Background: an optimization exercise with open tools, aiming at a short achievable clock period and few clock cycles. Do not read the settings as production practice.
Power is estimated from default activity; no workload was simulated.

Design processor, start of the top module:
module processor (
  input  wire        clk,
  input  wire        reset,
  output wire [10:0] imem_addr,
  input  wire [17:0] imem_data,
  output wire [9:0]  dmem_addr,
  output wire        dmem_we,
  output wire [17:0] dmem_wdata,
  input  wire [17:0] dmem_rdata,
  output wire        halted
);
Size in the first run: about 4200 cells after synthesis, ~610 flip-flops.
Settings: LEC_CHECK=0, CAP_MARGIN=20, CORE_MARGIN=2, CORE_UTILIZATION=40, PLACE_DENSITY=0.6, SETUP_SLACK_MARGIN=3.0, SLEW_MARGIN=20, SYNTH_HIERARCHICAL=1; clock period 5.0 ns.
standard.sh (not shown) runs the stock make flow with config.mk's settings and CLKGATE_MAP_FILE= SYNTH_SCRIPT=/design/flow/synth_recipe.tcl, a recipe that flattens the netlist after the stock synthesis.
==> flow/flow/run.sh <==
#!/bin/bash
set -euo pipefail
export BUFFER_PORTS_ARGS="-buffer_cell sky130_fd_sc_hd__buf_4"
bash standard.sh > standard.log 2>&1
Then changed:
--- a/flow/design.v
+++ b/flow/design.v
@@ -35,14 +35,13 @@
   reg         e_alu;          
   reg         e_add;          
   reg         e_ld;           
   reg         e_cmp;          
   reg         e_and, e_nand, e_nor;    
   reg  [3:0]  e_rd;
-  reg  [17:0] x2, x3;         
-  reg  [17:0] c1, c2;         
+  reg  [17:0] x1, x2, x3;     
   reg  [15:0] e_wr;           
   reg  [15:0] e_wl;           
   reg  [15:0] w_wr;           
   reg  [15:0] w_wl;           
   reg  [15:0] w_wa;           
   reg  [15:0] r_keep;         
@@ -102,13 +101,13 @@
   wire [2:0]  s_tn, s_rn, s_sn;
   wire [2:0]  f_oh = {lt_q, ~lt_q & ~gt_q, gt_q};
   wire [8:0]  w_oc = e_cmp ? 9'b100_010_001 : {3{f_oh}};
   br_dec u_bd (.op(op), .off(off), .w(w_oc), .a(rdy & ~p_d), .b(rdy & p_d),
                .e_rep(e_rep), .tn(s_tn), .rn(s_rn), .sn(s_sn));
   wire        sel_t, sel_r, sel_s;
-  br_sel u_bs (.a(c1), .b(c2), .tn(s_tn), .rn(s_rn), .sn(s_sn),
+  br_sel u_bs (.a(x1), .b(x2), .tn(s_tn), .rn(s_rn), .sn(s_sn),
                .c_lt(c_lt), .c_gt(c_gt), .sel_t(sel_t), .sel_r(sel_r), .sel_s(sel_s));
   wire [10:0] pc_nx;
   pc_ao u_pc (.clr(reset), .sel_t(sel_t), .sel_r(sel_r), .sel_s(sel_s), .sel_e(e_rep),
               .target(target), .pc_r(pc_d_inc), .pc_s(pc_seq), .pc_e(pc_e), .y(pc_nx));
   wire [17:0] imm = {{12{ir[5]}}, ir[5:0]};
   wire [287:0] eff, rf_flat;
@@ -125,20 +124,18 @@
   wire        s2  = es & (e_rd == f2);
   wire        s3  = es & (e_rd == f3) & ~is_ri;
   wire        el  = e_alu & ~e_add;
   wire        l1  = el & (e_rd == f1);
   wire        l2  = el & (e_rd == f2);
   wire        l3  = el & (e_rd == f3) & ~is_ri;
-  wire [17:0] p1, p2, p3, q1, q2;
+  wire [17:0] p1, p2, p3;
   wire        k1n = ~(s1 | l1);
   wire        k2n = ~(s2 | l2);
   wire        k3n = ~(s3 | l3 | is_ri);
   opnd  u_p1 (.f(f1), .kn(k1n), .eff(eff), .sel_s(s1), .sum(sum), .sel_l(l1), .lres(lres), .p(p1));
   opnd  u_p2 (.f(f2), .kn(k2n), .eff(eff), .sel_s(s2), .sum(sum), .sel_l(l2), .lres(lres), .p(p2));
-  opnd  u_q1 (.f(f1), .kn(k1n), .eff(eff), .sel_s(s1), .sum(sum), .sel_l(l1), .lres(lres), .p(q1));
-  opnd  u_q2 (.f(f2), .kn(k2n), .eff(eff), .sel_s(s2), .sum(sum), .sel_l(l2), .lres(lres), .p(q2));
   opnd_i u_p3 (.f(f3), .kn(k3n), .en_n(is_ri), .imm(imm), .eff(eff), .sel_s(s3), .sum(sum), .sel_l(l3), .lres(lres), .p(p3));
   wire [15:0] d_alu = (go & is_alu) ? (16'd1 << f1) : 16'd0;
   wire [15:0] d_ld  = (go & is_ld)  ? (16'd1 << f1) : 16'd0;
   always @(posedge clk or posedge reset) begin
     if (reset) begin
       pc_d    <= 11'd0;
@@ -197,14 +194,13 @@
     pc_e     <= pc_d;
     e_add    <= is_add;
     e_and    <= (op == OP_AND) | (op == OP_ANDI);
     e_nand   <= (op == OP_NAND);
     e_nor    <= ~((op == OP_AND) | (op == OP_ANDI) | (op == OP_NAND));
     e_rd     <= f1;
-    c1       <= q1;
-    c2       <= q2;
+    x1       <= p1;
     x2       <= p2;
     x3       <= p3;
     r_q      <= alu;
     daddr_q  <= ir[9:0];
     dwdata_q <= p1;
     bt_wpc   <= pc_d;
Result: The changed run passed the timing, DRC and antenna checks; core utilization fell by 2.8 points; via count fell by 24%; first-iteration DRC count fell by about 37%; clock power fell by about 11%; die area fell by about 13%; maximum frequency rose by 15%; count of clock-buffer cells in the layout fell by 17.
No run of this note included a check of the RTL's function; only the layout flow was run.

[static timing again, ports no longer ideal]
Ports are ideal in the flow. The routed layouts listed here were re-timed in OpenROAD.
Step 1 assumes that a clkbuf_16 drives the clock port and a buf_2 every other input.
Step 2 times the ports against the registers' clock, not the clock port: input delays grow and output delays shrink by t, the midpoint of the rising clock arrivals with the driver on.
Three values: ideal ports, drivers, drivers and shift; two values: the first two.
| run | shift t [ns] | setup WS [ns] | clock arrival spread, ns | worst slew at a driven data input, ns |
|---|---|---|---|---|
| the first run | 0.735 | 2.132 / 2.036 / 1.301 | 0.039 / 0.040 | 0.40 |
| the second run | 0.728 | 2.497 / 2.481 / 1.753 | 0.042 / 0.042 | 0.27 |
After both steps every run listed still meets setup and hold. For the first run, which loses most, drivers alone change the setup slack by -0.096 ns; drivers and shift together by -0.831 ns.
